This is an optimization exercise on Yosys and OpenROAD, whose aim is small area, not a production implementation.
No functional check of the RTL was part of this run.
Power is estimated from default activity; no workload was simulated.

<file path="design/flow/design.v">
`timescale 1ns / 1ps
module mega_alu (
	input [15:0]inst,
	input [15:0]rd,
	input [15:0]rr,
	output reg [15:0]R,
	input [7:0]sreg_in,
	output reg [7:0]sreg_out
);
wire [7:0]a = rd[7:0];
wire [7:0]b = rr[7:0];
wire [7:0]K = {inst[11:8], inst[3:0]};
wire g00 = inst[15:10] == 6'b000000;
wire i_movw   = inst[15:8] == 8'b00000001;
wire i_muls   = inst[15:8] == 8'b00000010;
wire i_mulx   = inst[15:8] == 8'b00000011;	 
wire i_mul    = inst[15:10] == 6'b100111;
wire i_cpc    = inst[15:10] == 6'b000001;
wire i_sbc    = inst[15:10] == 6'b000010;
wire i_add    = inst[15:10] == 6'b000011;
wire i_cp     = inst[15:10] == 6'b000101;
wire i_sub    = inst[15:10] == 6'b000110;
wire i_adc    = inst[15:10] == 6'b000111;
wire i_and    = inst[15:10] == 6'b001000;
wire i_eor    = inst[15:10] == 6'b001001;
wire i_or     = inst[15:10] == 6'b001010;
wire i_mov    = inst[15:10] == 6'b001011;
wire i_cpi    = inst[15:12] == 4'b0011;
wire i_sbci   = inst[15:12] == 4'b0100;
wire i_subi   = inst[15:12] == 4'b0101;
wire i_ori    = inst[15:12] == 4'b0110;
wire i_andi   = inst[15:12] == 4'b0111;
wire i_ldi    = inst[15:12] == 4'b1110;
wire g1op     = inst[15:9] == 7'b1001010;
wire i_com    = g1op & inst[3:0] == 4'b0000;
wire i_neg    = g1op & inst[3:0] == 4'b0001;
wire i_swap   = g1op & inst[3:0] == 4'b0010;
wire i_inc    = g1op & inst[3:0] == 4'b0011;
wire i_asr    = g1op & inst[3:0] == 4'b0101;
wire i_lsr    = g1op & inst[3:0] == 4'b0110;
wire i_ror    = g1op & inst[3:0] == 4'b0111;
wire i_dec    = g1op & inst[3:0] == 4'b1010;
wire i_sex    = inst[15:8] == 8'b10010100 & inst[3:0] == 4'b1000;
wire i_adiw   = inst[15:8] == 8'b10010110;
wire i_sbiw   = inst[15:8] == 8'b10010111;
wire i_bld    = inst[15:9] == 7'b1111100 & ~inst[3];
wire i_bst    = inst[15:9] == 7'b1111101 & ~inst[3];
wire i_mulall = i_muls | i_mulx | i_mul;
wire i_frac   = i_mulx & (inst[7] | inst[3]);
wire sgn_a    = i_muls | i_mulx & (inst[7] | ~inst[3]);
wire sgn_b    = i_muls | i_mulx & inst[7] & ~inst[3];
wire signed [8:0]ma = {sgn_a & a[7], a};
wire signed [8:0]mb = {sgn_b & b[7], b};
wire signed [17:0]mp = ma * mb;
wire [15:0]prod = mp[15:0];
wire [15:0]mres = i_frac ? {prod[14:0], 1'b0} : prod;
wire imm   = i_cpi | i_sbci | i_subi;
wire sub   = i_sub | i_sbc | i_cp | i_cpc | imm | i_neg | i_dec;
wire usec  = i_adc | i_sbc | i_cpc | i_sbci;
wire cin   = usec & sreg_in[0];
wire [7:0]x = i_neg ? 8'h00 : a;
wire [7:0]y = imm ? K : (i_inc | i_dec) ? 8'h01 : i_neg ? a : b;
wire [7:0]yy = sub ? ~y : y;
wire [7:0]s8 = x + yy + {7'h0, cin ^ sub};
wire aC = sub ^ ((x[7] & yy[7]) | (x[7] & ~s8[7]) | (yy[7] & ~s8[7]));
wire aH = sub ^ ((x[3] & yy[3]) | (x[3] & ~s8[3]) | (yy[3] & ~s8[3]));
wire aV = (x[7] ~^ yy[7]) & (s8[7] ^ x[7]);
wire [15:0]w16 = i_sbiw ? rd - {inst[7:6], inst[3:0]} : rd + {inst[7:6], inst[3:0]};
wire [7:0]bmask = 8'h01 << inst[2:0];
wire arith = i_sub | i_sbc | i_cp | i_cpc | imm | i_add | i_adc | i_neg | i_inc | i_dec;
wire logic_op = i_and | i_eor | i_or | i_ori | i_andi;
wire shift = i_asr | i_lsr | i_ror;
always @ *
begin
	R = 16'h0000;
	if (arith) R[7:0] = s8;
	if (i_and) R[7:0] = a & b;
	if (i_eor) R[7:0] = a ^ b;
	if (i_or) R[7:0] = a | b;
	if (i_ori) R[7:0] = a | K;
	if (i_andi) R[7:0] = a & K;
	if (i_com) R[7:0] = ~a;
	if (i_mov) R[7:0] = b;
	if (i_movw) R = rr;
	if (i_ldi) R[7:0] = K;
	if (i_swap) R[7:0] = {a[3:0], a[7:4]};
	if (shift) R[7:0] = {i_asr ? a[7] : i_ror ? sreg_in[0] : 1'b0, a[7:1]};
	if (i_bld) R[7:0] = sreg_in[6] ? (a | bmask) : (a & ~bmask);
	if (i_mulall) R = mres;
	if (i_adiw | i_sbiw) R = w16;
end
wire z8 = R[7:0] == 8'h00;
wire z16 = z8 & (R[15:8] == 8'h00);
always @ *
begin
	sreg_out = sreg_in;
	if (arith) begin
		sreg_out[2] = R[7];
		sreg_out[1] = z8 & (~usec | ~(i_sbc | i_cpc | i_sbci) | sreg_in[1]);
		sreg_out[3] = aV;
		sreg_out[4] = R[7] ^ aV;
		if (~(i_inc | i_dec)) begin
			sreg_out[0] = aC;
			sreg_out[5] = i_neg ? (R[3] | ~a[3]) : aH;
		end
	end
	if (logic_op | i_com) begin
		sreg_out[3] = 1'b0;
		sreg_out[2] = R[7];
		sreg_out[4] = R[7];
		sreg_out[1] = z8;
		if (i_com) sreg_out[0] = 1'b1;
	end
	if (shift) begin
		sreg_out[0] = a[0];
		sreg_out[2] = R[7];
		sreg_out[3] = R[7] ^ a[0];
		sreg_out[4] = a[0];
		sreg_out[1] = z8;
	end
	if (i_mulall) begin
		sreg_out[0] = prod[15];
		sreg_out[1] = z16;
	end
	if (i_adiw | i_sbiw) begin
		sreg_out[0] = i_sbiw ? (R[15] & ~rd[15]) : (~R[15] & rd[15]);
		sreg_out[3] = i_sbiw ? (~R[15] & rd[15]) : (R[15] & ~rd[15]);
		sreg_out[2] = R[15];
		sreg_out[4] = R[15] ^ (i_sbiw ? (~R[15] & rd[15]) : (R[15] & ~rd[15]));
		sreg_out[1] = z16;
	end
	if (i_sex) sreg_out[inst[6:4]] = ~inst[7];
	if (i_bst) sreg_out[6] = a[inst[2:0]];
end
endmodule
`timescale 1ns / 1ps
module mega_regs (
	input clk,
	input [4:0]rs1a,
	output [15:0]rs1,
	input rs1m,
	input [4:0]rs2a,
	output [15:0]rs2,
	input rs2m,
	input [4:0]rda,
	input [15:0]rd,
	input rdw,
	input rdm
	);
reg [7:0]REGL[0:15];
reg [7:0]REGH[0:15];
wire [3:0]rda_int = rdm ? rda[3:0] : rda[4:1];
wire [3:0]rs1a_int = rs1m ? rs1a[3:0] : rs1a[4:1];
wire [3:0]rs2a_int = rs2m ? rs2a[3:0] : rs2a[4:1];
wire wl = rdw & (rdm | ~rda[0]);
wire wh = rdw & (rdm | rda[0]);
wire [7:0]dh = rdm ? rd[15:8] : rd[7:0];
genvar k;
generate
for (k = 0; k < 16; k = k + 1)
begin : pair
	always @ (posedge clk)
	begin
		if(wl && rda_int == k) REGL[k] <= rd[7:0];
		if(wh && rda_int == k) REGH[k] <= dh;
	end
end
endgenerate
reg [7:0]l1, h1, l2, h2;
integer i;
always @ *
begin
	l1 = 8'h00; h1 = 8'h00; l2 = 8'h00; h2 = 8'h00;
	for (i = 0; i < 16; i = i + 1)
	begin
		l1 = l1 | (REGL[i] & {8{rs1a_int == i}});
		h1 = h1 | (REGH[i] & {8{rs1a_int == i}});
		l2 = l2 | (REGL[i] & {8{rs2a_int == i}});
		h2 = h2 | (REGH[i] & {8{rs2a_int == i}});
	end
end
assign rs1 = {rs1m ? h1 : 8'h00, (rs1m | ~rs1a[0]) ? l1 : h1};
assign rs2 = {rs2m ? h2 : 8'h00, (rs2m | ~rs2a[0]) ? l2 : h2};
endmodule
`timescale 1ns / 1ps
module mega (
	input rst,
	input clk,
	output [15:0]pgm_addr,
	input [15:0]pgm_data,
	output [15:0]data_addr,
	output [7:0]data_out,
	output data_write,
	input [7:0]data_in,
	output data_read,
	output [5:0]io_addr,
	output [7:0]io_out,
	output io_write,
	input [7:0]io_in,
	output io_read
	);
reg cnt_rst;
reg [15:0]PC;
reg [1:0]state_cnt;
reg skip_next_clock;
reg [15:0]pgm_data_registered;
reg [4:0]rs1a;
reg [4:0]rs2a;
reg [4:0]rda;
reg reg_rs1m;
reg reg_rs2m;
reg reg_rdm;
reg reg_rdw;
reg [15:0]data_addr_int;
reg [7:0]data_out_int;
reg data_write_int;
reg data_read_int;
reg [5:0]io_addr_int;
reg [7:0]io_out_int;
reg io_write_int;
reg io_read_int;
reg [7:0]SREG;
reg [15:0]SP;
reg [7:0]PC_TMP_H;
reg lsb_lpm_r_p_reg;
wire [15:0]reg_rs1;
wire [15:0]reg_rs2;
reg [15:0]reg_rd;
wire [15:0]alu_rd;
wire [7:0]sreg_out;
assign data_addr = data_addr_int;
assign data_out = data_out_int;
assign data_write = data_write_int;
assign data_read = data_read_int;
assign io_addr = io_addr_int;
assign io_out = io_out_int;
assign io_write = io_write_int;
assign io_read = io_read_int;
wire [7:0]data_in_int = (data_addr_int == 16'h005D) ? SP[7:0] :
			(data_addr_int == 16'h005E) ? SP[15:8] :
			(data_addr_int == 16'h005F) ? SREG : data_in;
wire [7:0]io_in_int = (io_addr_int == 6'h3D) ? SP[7:0] :
			(io_addr_int == 6'h3E) ? SP[15:8] :
			(io_addr_int == 6'h3F) ? SREG : io_in;
wire execute = ~skip_next_clock & ~cnt_rst;
wire st0 = state_cnt == 2'd0;
wire st1 = state_cnt == 2'd1;
wire st2 = state_cnt == 2'd2;
wire st3 = state_cnt == 2'd3;
wire [15:0]I = cnt_rst ? 16'h0000 : (st0 & ~skip_next_clock) ? pgm_data : pgm_data_registered;
wire gld  = I[15:9] == 7'b1001000;
wire gst  = I[15:9] == 7'b1001001;
wire g1op = I[15:9] == 7'b1001010;
wire movw  = I[15:8] == 8'b00000001;
wire muls  = I[15:8] == 8'b00000010;
wire mulx  = I[15:8] == 8'b00000011;
wire mul   = I[15:10] == 6'b100111;
wire cpse  = I[15:10] == 6'b000100;
wire cpi   = I[15:12] == 4'b0011;
wire immop = (I[15:12] == 4'b0011) | (I[15:12] == 4'b0100) | (I[15:12] == 4'b0101) | (I[15:12] == 4'b0110) | (I[15:12] == 4'b0111);
wire ldi   = I[15:12] == 4'b1110;
wire ldd   = I[15:14] == 2'b10 & ~I[12] & ~I[9];
wire std   = I[15:14] == 2'b10 & ~I[12] & I[9];
wire lds   = gld & I[3:0] == 4'b0000;
wire sts   = gst & I[3:0] == 4'b0000;
wire ld_yzp = gld & I[2:0] == 3'b001;
wire st_yzp = gst & I[2:0] == 3'b001;
wire ld_yzn = gld & I[2:0] == 3'b010;
wire st_yzn = gst & I[2:0] == 3'b010;
wire lpm_r  = gld & I[3:2] == 2'b01 & ~I[0];
wire lpm_rp = gld & I[3:2] == 2'b01 & I[0];
wire ld_x   = gld & I[3:0] == 4'b1100;
wire st_x   = gst & I[3:0] == 4'b1100;
wire ld_xp  = gld & I[3:0] == 4'b1101;
wire st_xp  = gst & I[3:0] == 4'b1101;
wire ld_xn  = gld & I[3:0] == 4'b1110;
wire st_xn  = gst & I[3:0] == 4'b1110;
wire pop    = gld & I[3:0] == 4'b1111;
wire push   = gst & I[3:0] == 4'b1111;
wire alu1   = g1op & (I[3:0] == 4'b0000 | I[3:0] == 4'b0001 | I[3:0] == 4'b0010 | I[3:0] == 4'b0011 |
		I[3:0] == 4'b0101 | I[3:0] == 4'b0110 | I[3:0] == 4'b0111 | I[3:0] == 4'b1010);
wire ret    = I == 16'b1001010100001000;
wire reti   = I == 16'b1001010100011000;
wire lpm_e  = I[15:5] == 11'b10010101110 & I[3:0] == 4'b1000;
wire ijmp   = I[15:5] == 11'b10010100000 & I[3:0] == 4'b1001;
wire icall  = I[15:5] == 11'b10010101000 & I[3:0] == 4'b1001;
wire jmp    = g1op & I[3:1] == 3'b110;
wire call   = g1op & I[3:1] == 3'b111;
wire adiw   = I[15:9] == 7'b1001011;
wire cbi    = I[15:10] == 6'b100110 & ~I[8];
wire sbic   = I[15:10] == 6'b100110 & I[8];
wire in_    = I[15:11] == 5'b10110;
wire out_   = I[15:11] == 5'b10111;
wire rjmp   = I[15:12] == 4'b1100;
wire rcall  = I[15:12] == 4'b1101;
wire brch   = I[15:11] == 5'b11110;
wire bld    = I[15:9] == 7'b1111100 & ~I[3];
wire sbrc   = I[15:10] == 6'b111111 & ~I[3];
wire alu2   = I[15:10] == 6'b000010 | I[15:10] == 6'b000011 | I[15:10] == 6'b000110 |
		I[15:10] == 6'b000111 | I[15:12] == 4'b0010;	 
wire mulall = muls | mulx | mul;
wire e0 = execute & st0;
wire e1 = execute & st1;
wire e2 = execute & st2;
wire e3 = execute & st3;
wire [5:0]io_a = {I[10:9], I[3:0]};
wire next2w = (pgm_data[15:10] == 6'b100100 & pgm_data[3:0] == 4'b0000) |
		(pgm_data[15:9] == 7'b1001010 & pgm_data[3:2] == 2'b11);
wire skip_cond = (cpse & (reg_rs1[7:0] == reg_rs2[7:0])) |
		(sbrc & (reg_rs1[I[2:0]] == I[9])) |
		(sbic & (io_in_int[I[2:0]] == I[9]));
wire br_take = sreg_out[I[2:0]] == ~I[10];
wire pc_rel12 = (e0 & rjmp) | (e1 & rcall);
wire pc_rel7 = e0 & brch & br_take;
wire [15:0]pc_off = pc_rel12 ? {{4{I[11]}}, I[11:0]} : pc_rel7 ? {{9{I[9]}}, I[9:3]} : 16'h0001;
wire [15:0]pc_sum = PC + pc_off;
wire [15:0]ret_addr = {PC_TMP_H, data_in_int};
wire sp_dec = ((e0 | e1) & (rcall | call | icall)) | (e1 & push);
wire sp_inc = ((e0 | e1) & (ret | reti)) | (e0 & pop);
wire [15:0]sp_sum = SP + (sp_dec ? 16'hFFFF : 16'h0001);
wire [15:0]P = pgm_data_registered;
wire p_ptrn = (P[15:10] == 6'b100100) & (P[2:0] == 3'b010 | P[3:0] == 4'b1110);
wire ptr_disp = st1 & (ldd | std);
wire ptr_dec = (st1 & (ld_yzn | st_yzn | ld_xn | st_xn)) | (st2 & p_ptrn);
wire [15:0]ptr_sum = reg_rs2 + (ptr_disp ? {10'h000, I[13], I[11:10], I[2:0]} : ptr_dec ? 16'hFFFF : 16'h0001);
wire p_gld = P[15:9] == 7'b1001000;
wire p_ldmem = (p_gld & (P[3:0] == 4'b0000 | P[2:0] == 3'b001 | P[2:0] == 3'b010 | P[3:0] == 4'b1100 |
		P[3:0] == 4'b1101 | P[3:0] == 4'b1110 | P[3:0] == 4'b1111)) |
		(P[15:14] == 2'b10 & ~P[12] & ~P[9]);
wire p_ptrupd = (P[15:10] == 6'b100100) & (P[2:0] == 3'b001 | P[2:0] == 3'b010 | P[3:0] == 4'b1101 | P[3:0] == 4'b1110);
wire p_in = P[15:11] == 5'b10110;
wire p_lpm = (p_gld & P[3:2] == 2'b01) | (P[15:5] == 11'b10010101110 & P[3:0] == 4'b1000);
wire p_lpm_p = p_gld & P[3:2] == 2'b01 & P[0];
wire [15:0]pgm_byte_sel = (p_lpm_p ? lsb_lpm_r_p_reg : reg_rs2[0]) ? pgm_data[15:8] : pgm_data[7:0];
always @ *
begin
	reg_rd = alu_rd;
	if (st0 & p_ldmem) reg_rd = {8'h00, data_in_int};
	if (st0 & p_in) reg_rd = {8'h00, io_in_int};
	if (((st1 | st2) & p_ptrupd) | (st1 & p_lpm_p)) reg_rd = ptr_sum;
	if (st2 & p_lpm) reg_rd = {8'h00, pgm_byte_sel};
end
assign pgm_addr = (execute & st1 & p_lpm) ? {1'b0, reg_rs2[15:1]} : PC;
always @ (posedge clk or posedge rst)
begin
	if(rst)
	begin
		cnt_rst <= 1'b1;
		PC <= 16'h0000;
		state_cnt <= 2'd0;
	end
	else
	begin
		cnt_rst <= 1'b0;
		if (e1 & (jmp | call))
			PC <= pgm_data;
		else if (e1 & (ijmp | icall))
			PC <= reg_rs1;
		else if (e3 & ret)
			PC <= ret_addr;
		else if (e3 & reti)
			PC <= ret_addr - 16'h0001;
		else if ((e0 & (rcall | push | ret | reti | cpse | sbrc | pop | ldd | std | ld_yzp | st_yzp |
				ld_yzn | st_yzn | ld_x | st_x | ld_xp | st_xp | ld_xn | st_xn | out_ | in_ | cbi | sbic |
				lpm_r | lpm_rp | lpm_e)) |
			 (e1 & (ret | reti | lds | ldd | ld_yzp | ld_yzn | st_yzn | ld_x | ld_xp | ld_xn | st_xn |
				lpm_r | lpm_rp | lpm_e)) |
			 (e2 & (ret | reti)))
			PC <= PC;
		else
			PC <= pc_sum;
		if (e0 & (jmp | ijmp | rcall | call | icall | push | ret | reti | pop | cpse | sbrc | lds | sts |
				ldd | std | ld_yzp | st_yzp | ld_yzn | st_yzn | ld_x | st_x | ld_xp | st_xp | ld_xn |
				st_xn | out_ | in_ | cbi | sbic | lpm_r | lpm_rp | lpm_e))
			state_cnt <= 2'd1;
		else if ((e1 & (ret | reti | lds | ldd | ld_yzp | ld_yzn | st_yzn | ld_x | ld_xp | ld_xn | st_xn |
				lpm_r | lpm_rp | lpm_e)) |
			 (e1 & (cpse | sbrc | sbic) & skip_cond & next2w))
			state_cnt <= 2'd2;
		else if (e2 & (ret | reti | cpse | sbrc | sbic))
			state_cnt <= 2'd3;
		else
			state_cnt <= 2'd0;
	end
end
always @ (posedge clk)
begin
	if (~rst)
	begin
		pgm_data_registered <= I;
		skip_next_clock <= (e0 & brch & br_take) |
			(e1 & (cpse | sbrc | sbic) & skip_cond & ~next2w) |
			(e0 & rjmp) | (e1 & (jmp | ijmp | rcall | call | icall)) | (e3 & (ret | reti));
		rs1a <= I[8:4];
		if (e0 & (muls | immop)) rs1a[4] <= 1'b1;
		if (e0 & mulx) rs1a[4:3] <= 2'b10;
		if (e0 & adiw) rs1a[4:2] <= 3'b111;
		if (e0 & (ijmp | icall)) rs1a <= 5'b01111;
		rs2a <= {I[9], I[3:0]};
		if (e0 & muls) rs2a[4] <= 1'b1;
		if (e0 & mulx) rs2a[4:3] <= 2'b10;
		if ((e0 & (ldd | std)) | ((e0 | e1) & (ld_yzp | st_yzp | ld_yzn | st_yzn))) rs2a <= {2'b01, 2'b11, ~I[3]};
		if ((e0 | e1) & (ld_x | st_x | ld_xp | st_xp | ld_xn | st_xn)) rs2a <= 5'b01101;
		if ((e0 | e1) & (lpm_r | lpm_rp | lpm_e)) rs2a <= 5'b01111;
		rda <= I[8:4];
		if (e0 & (ldi | (immop & ~cpi))) rda[4] <= 1'b1;
		if ((e0 & (mul | muls | mulx)) | (e1 & lpm_e)) rda <= 5'h00;
		if (e0 & adiw) rda[4:2] <= 3'b111;
		if ((e1 & (ld_yzp | ld_yzn | st_yzn)) | (e0 & st_yzp)) rda <= {2'b01, 2'b11, ~I[3]};
		if ((e1 & (ld_xp | ld_xn | st_xn)) | (e0 & st_xp)) rda <= 5'b01101;
		if (e0 & lpm_rp) rda <= 5'b01111;
		reg_rs1m <= e0 & (adiw | ijmp | icall);
		reg_rs2m <= (e0 & (movw | ldd | std)) |
			((e0 | e1) & (ld_yzp | st_yzp | ld_yzn | st_yzn | ld_x | st_x | ld_xp | st_xp | ld_xn | st_xn |
				lpm_r | lpm_rp | lpm_e));
		reg_rdm <= (e0 & (movw | mulall | adiw | st_yzp | st_xp | lpm_rp)) |
			(e1 & (ld_yzp | ld_yzn | st_yzn | ld_xp | ld_xn | st_xn));
		reg_rdw <= (e0 & (ldi | movw | mulall | alu1 | alu2 | bld | (immop & ~cpi) | adiw | st_yzp | st_xp | lpm_rp)) |
			(e1 & (pop | ld_yzp | ld_yzn | st_yzn | ld_xp | ld_xn | st_xn | in_ | lpm_r | lpm_rp | lpm_e)) |
			(e2 & (lds | ldd | ld_yzp | ld_yzn | ld_x | ld_xp | ld_xn));
		data_write_int <= ((e0 | e1) & (rcall | call | icall)) |
			(e1 & (push | std | st_yzp | st_x | st_xp | sts)) | (e2 & (st_yzn | st_xn));
		data_read_int <= ((e1 | e2) & (ret | reti)) | (e1 & pop) |
			(e2 & (ldd | ld_yzp | ld_yzn | ld_x | ld_xp | ld_xn | lds));
		io_write_int <= e1 & (out_ | cbi);
		io_read_int <= (e1 & in_) | (e0 & cbi) | ((e0 | e1) & sbic);
		if (sp_dec | (e1 & pop) | (e2 & (ret | reti)))
			data_addr_int <= SP;
		else if (sp_inc)
			data_addr_int <= sp_sum;
		else if (e1 & (lds | sts))
			data_addr_int <= pgm_data;
		else if (e1 & (ld_yzp | st_yzp | ld_x | st_x | ld_xp | st_xp))
			data_addr_int <= reg_rs2;
		else if (e1 & (ldd | std | ld_yzn | st_yzn | ld_xn | st_xn))
			data_addr_int <= ptr_sum;
		if ((e0 & (rcall | icall)))
			data_out_int <= PC[7:0];
		else if (e1 & rcall)
			data_out_int <= PC[15:8];
		else if (e0 & call)
			data_out_int <= pc_sum[7:0];
		else if (e1 & (call | icall))
			data_out_int <= PC_TMP_H;
		else if ((e1 & (push | sts | std | st_yzp | st_x | st_xp)) | (e2 & (st_yzn | st_xn)))
			data_out_int <= reg_rs1[7:0];
		if ((e1 & out_) | ((e0 | e1) & in_))
			io_addr_int <= io_a;
		else if ((e0 | e1) & (cbi | sbic))
			io_addr_int <= {1'b0, I[7:3]};
		if (e1 & out_)
			io_out_int <= reg_rs1[7:0];
		else if (e1 & cbi)
			io_out_int <= I[9] ? (io_in | (8'h01 << I[2:0])) : (io_in & ~(8'h01 << I[2:0]));
		if (~skip_next_clock)
		begin
			if ((e1 & sts & (data_addr_int == 16'h005F)) | (e1 & out_ & (io_a == 6'h3F)))
				SREG <= reg_rs1[7:0];
			else if (e3 & reti)
				SREG <= {1'b1, sreg_out[6:0]};
			else
				SREG <= sreg_out;
		end
		if (sp_dec | sp_inc)
			SP <= sp_sum;
		else if ((e1 & sts & (pgm_data == 16'h005D)) | (e1 & out_ & (io_a == 6'h3D)))
			SP[7:0] <= reg_rs1[7:0];
		else if ((e1 & sts & (pgm_data == 16'h005E)) | (e1 & out_ & (io_a == 6'h3E)))
			SP[15:8] <= reg_rs1[7:0];
		if (e0 & call)
			PC_TMP_H <= pc_sum[15:8];
		else if (e0 & icall)
			PC_TMP_H <= PC[15:8];
		else if (e2 & (ret | reti))
			PC_TMP_H <= data_in_int;
		if (e1 & lpm_rp)
			lsb_lpm_r_p_reg <= reg_rs2[0];
	end
end
mega_alu alu (
	.inst(pgm_data_registered),
	.rd(reg_rs1),
	.rr(reg_rs2),
	.R(alu_rd),
	.sreg_in(SREG),
	.sreg_out(sreg_out)
);
mega_regs regs (
	.clk(clk),
	.rs1a(rs1a),
	.rs1(reg_rs1),
	.rs1m(reg_rs1m),
	.rs2a(rs2a),
	.rs2(reg_rs2),
	.rs2m(reg_rs2m),
	.rda(rda),
	.rd(reg_rd),
	.rdw(reg_rdw),
	.rdm(reg_rdm)
);
endmodule
`timescale 1ns / 1ps
module avr_core (
	input clk,
	input rst,
	output [15:0]pgm_addr,
	input [15:0]pgm_data,
	output [15:0]data_addr,
	output [7:0]data_out,
	output data_write,
	input [7:0]data_in,
	output data_read,
	output [5:0]io_addr,
	output [7:0]io_out,
	output io_write,
	input [7:0]io_in,
	output io_read
	);
mega core(
	.rst(rst),
	.clk(clk),
	.pgm_addr(pgm_addr),
	.pgm_data(pgm_data),
	.data_addr(data_addr),
	.data_out(data_out),
	.data_write(data_write),
	.data_in(data_in),
	.data_read(data_read),
	.io_addr(io_addr),
	.io_out(io_out),
	.io_write(io_write),
	.io_in(io_in),
	.io_read(io_read)
	);
endmodule
</file>
<file path="design/flow/run.sh">
#!/bin/bash
# synth_recipe.tcl (not shown) runs the flow's synth.tcl, then flattens the netlist and writes it again
# the make line also repeats each setting of config.mk as NAME=value (left out here)
make -C /OpenROAD-flow-scripts/flow DESIGN_CONFIG=/design/flow/config.mk WORK_HOME=/design/flow/orfs CLKGATE_MAP_FILE= SYNTH_SCRIPT=/design/flow/synth_recipe.tcl finish
</file>
<file path="design/flow/config.mk">
export PLATFORM = sky130hd
export DESIGN_NAME = avr_core
export DESIGN_NICKNAME = avr_core
export VERILOG_FILES = /design/flow/design.v
export SDC_FILE = /design/flow/constraint.sdc
export NUM_CORES = 4
export LEC_CHECK = 0
export ABC_AREA = 1
export CAP_MARGIN = 20
export CORE_MARGIN = 2
export CORE_UTILIZATION = 40
export SLEW_MARGIN = 20
</file>
<file path="design/flow/constraint.sdc">
create_clock -name core_clock -period 20.0 [get_ports {clk}]
set_input_delay 4.0000 -clock core_clock [delete_from_list [all_inputs] [get_ports {clk}]]
set_output_delay 4.0000 -clock core_clock [all_outputs]
set_load 0.01 [all_outputs]
</file>
==> run summary <==
==> final cells by class <==
| type | count | area (sq um) |
|---|---|---|
| Antenna cell | 2 | 5.00 |
| Clock buffer | 49 | 1160 |
| Clock inverter | 37 | 360 |
| Fill cell | 8191 | 43500 |
| Inverter | 507 | 1920 |
| Multi-Input combinational cell | 3242 | 17900 |
| Sequential cell | 386 | 11500 |
| Tap cell | 1050 | 1310 |
| Timing Repair Buffer | 159 | 1430 |
==> Yosys cell counts, types with 63 or more instances <==
cell	instances	area, sq um
nand4_1	63	394
nand2_1	1233	4630
nor3_1	71	355
fa_1	71	1420
nor2_1	494	1850
a21oi_1	178	891
nand3_1	168	841
o211ai_1	70	526
inv_1	466	1750
xor2_1	69	604
ha_1	133	1660
edfxtp_1	367	11000
o21ai_0	303	1520
==> where the power goes <==
| part | leakage [nW] | switching (mW) | internal (mW) |
|---|---|---|---|
| Sequential | 3.64 | 0.0430 | 0.988 |
| Clock | 0.740 | 0.397 | 0.473 |
| Combinational | 10.7 | 1.12 | 0.479 |
| Total | 15.1 | 1.56 | 1.94 |
==> stage by stage <==
step	worst slack [ps]	hold WS [ps]	utilization, %
finish	6480	583	45.0
global route	5680	625	45.0
CTS	6760	573	44.9
detailed placement	6800	558	43.0
global placement	6870	539	43.0
floorplan	9730	493	-
==> worst max-delay path, delay by kind of cell (launching register included) <==
family	cells	cell delay, ps
AND/OR/NAND/NOR	23	4270
AO/OA/AOI/OAI	20	3320
flip-flops	1	610
XOR/XNOR	2	410
buffers and inverters	7	1230
adder cells (fa/ha/maj)	8	3500
==> cell families after synthesis <==
group / Yosys count
XOR/XNOR: 89
adder cells (fa/ha/maj): 204
AND/OR/NAND/NOR: 2206
flip-flops: 386
buffers and inverters: 626
AO/OA/AOI/OAI: 742
other: 1
==> layer usage <==
layer | track usage [%] | vias to the layer above
li1 | - | 14387
met1 | 51.2 | 15567
met2 | 56.2 | 2217
met3 | 6.66 | 478
met4 | 21.3 | 8
met5 | 0 | -
==> worst max-delay path by stage <==
stage	end	slack (ps)	cells past startpoint
2_1_floorplan	core.PC[14]$_DFFE_PP0P_	9730	68
3_3_place_gp	core.PC[14]$_DFFE_PP0P_	6870	64
3_5_place_dp	core.PC[14]$_DFFE_PP0P_	6800	68
4_1_cts	core.PC[14]$_DFFE_PP0P_	6760	68
5_1_grt	core.PC[14]$_DFFE_PP0P_	5680	67
6_report	core.PC[14]$_DFFE_PP0P_	6480	60
==> results.py <==
metrics = {
    "outcome": {
        "status": "no timing/DRC/antenna violations",
    },
    "timing": {
        "rsz0062_at_grt": "false",
        "setup_viol": 0,
        "drv_slew": 0,
        "fin_skew_ps": 35.6,
        "fmax_mhz": 73.9,
        "worstMarginPinSlew_ps": 1390,
        "finalCritPeriodShare_pct": 67.6,
        "max_slew_margin_pct": 6.54,
        "tns_ps": 0,
        "fin_crit_ps": 13520,
        "hold_viol_final": 0,
    },
    "route": {
        "wl_met1_mm": 63.5,
        "routed-wl-met3_mm": 16.5,
        "num_vias": 32657,
        "avgRoutedWirePerCell_um": 29.0,
        "via_per_inst": 6.01,
        "drt-total-wl_mm": 158,
        "wl_met2_mm": 67.1,
        "drt_iter0_drc": 4315,
        "highest_layer": "met5",
        "antenna_left": 0,
        "dr.pass1.iters": 6,
        "drc": 0,
    },
    "clocking": {
        "cts_resized": 0,
        "post_cts_buffers": 0,
        "holdBufCountCts": 0,
        "cts_made_buffers": 46,
        "cts.path.max_buffers": 3,
        "clk_pin_slew_ps": 60,
        "clkLatencyLatePin_ps": 630,
        "h-tree-depth": 2,
        "cts.sinks": 386,
        "cts_tree": "yes",
        "cts_root_buf": "clkbuf_16",
    },
    "worst_setup_path": {
        "cp_max_fo": 15,
        "cpPeakStageDelay_ps": 620,
        "r2r_start": "core.reg_rs2m$_DFFE_PN_",
        "reg2reg_depth": 60,
        "start_kind": "register",
        "worstPathArrival_ps": 14000,
        "reg2reg_slack_ps": 6480,
        "crit_top_cell": "o21ai_0",
        "cp_slowest_cell": "nand2_1",
        "end_kind": "register",
        "r2r-end": "core.PC[14]$_DFFE_PP0P_",
        "crit_required_ps": 20470,
        "critPathKind": "reg2reg",
        "worstSetupStartpoint": "core.reg_rs2m$_DFFE_PN_",
    },
    "placed_design": {
        "io_buffers": 91,
        "placed_area_sq_mm": 0.0340,
        "place_congestion": 1.11,
        "place_hpwl_mm": 124,
        "dp.cells": 5342,
    },
    "grt": {
        "grt_pass1_wl_mm": 221,
        "grt_max_degree": 48,
        "grt_pass1_vias": 30461,
        "overflow": 0,
        "antenna_found_initial": 6,
        "grtUsageTotal_pct": 37.5,
    },
    "logic_synthesis": {
        "yosys.area_share.simple_pct": 30.2,
        "synth_top_family_by_area": "simple AND/OR/NAND/NOR gates",
        "synth_compound_area_share_pct": 13.6,
        "yosys_register_bits": 386,
        "synth_area_per_cell_sq_um": 7.52,
        "ys_types": 76,
        "synth_nets": 4492,
        "synth_xor_area_share_pct": 2.44,
        "async_flop_share_pct": 4.92,
        "ys_warn_count": 5,
        "yosysSeqAreaShare_pct": 35.9,
        "synthFlopType": "edfxtp_1",
        "synth_edf_count": 367,
        "yosys-mux-area-fraction_pct": 0,
        "synth_fa_ha_area_share_pct": 9.64,
        "syn_area_sq_mm": 0.0320,
        "synthCells": 4254,
    },
    "layout": {
        "stdcell_count": 5432,
        "final_cell_mix": "1233 x nand2_1, 488 x nor2_1, 465 x inv_1",
        "area_growth_pct": 11.3,
        "final_common_cell": "nand2_1",
        "top_regs": "core.regs.REGH (128), core.regs.REGL (128)",
        "drive_gt1_share_pct": 7.63,
        "nets": 4580,
        "design_area_sq_mm": 0.0356,
    },
    "pwr": {
        "power_mw": 3.49,
        "leakagePower_nw": 15.1,
        "powerDensity_mw_per_mm2": 98.1,
        "vdd_drop_max_v": 0.0000806,
    },
    "worst_hold_path": {
        "min_path_cells": 2,
        "hold_path.class": "reg2reg",
        "worstHoldEndpoint": "core.PC[0]$_DFFE_PP0P_",
        "worstHoldStart": "core.PC[0]$_DFFE_PP0P_",
    },
    "floorplanning": {
        "rows": 103,
        "die_area_sq_mm": 0.0823,
        "chipHeight_um": 287,
        "die_w_um": 287,
        "initial_core_util_pct": 40.4,
        "core_area_sq_mm": 0.0791,
        "io-pin-count": 92,
    },
    "flow_run": {
        "cap_violations": 0,
    },
}

port drivers added, routing unchanged:
Ports are ideal in the flow. The routed layout listed here was re-timed in OpenROAD.
Step 1 assumes that a clkbuf_16 drives the clock port and a buf_2 every other input.
Step 2 moves the port delays by t, midway between the first and last clock arrival at a register: inputs arrive t later, outputs are due t later. That takes back most of the time a late clock gives input paths.
a / b / c = ideal ports / drivers / drivers and shift; a / b = the first two.
shift t [ns]: 0.687
slack for setup (ns): 6.477 / 6.477 / 6.477
hold WS [ns]: 0.583 / 0.583 / 0.583
worst setup path after step 2: register to register
After both steps setup and hold are still met in this run. The setup slack of this run moves by 0.000 ns with the drivers and by 0.000 ns with both steps.
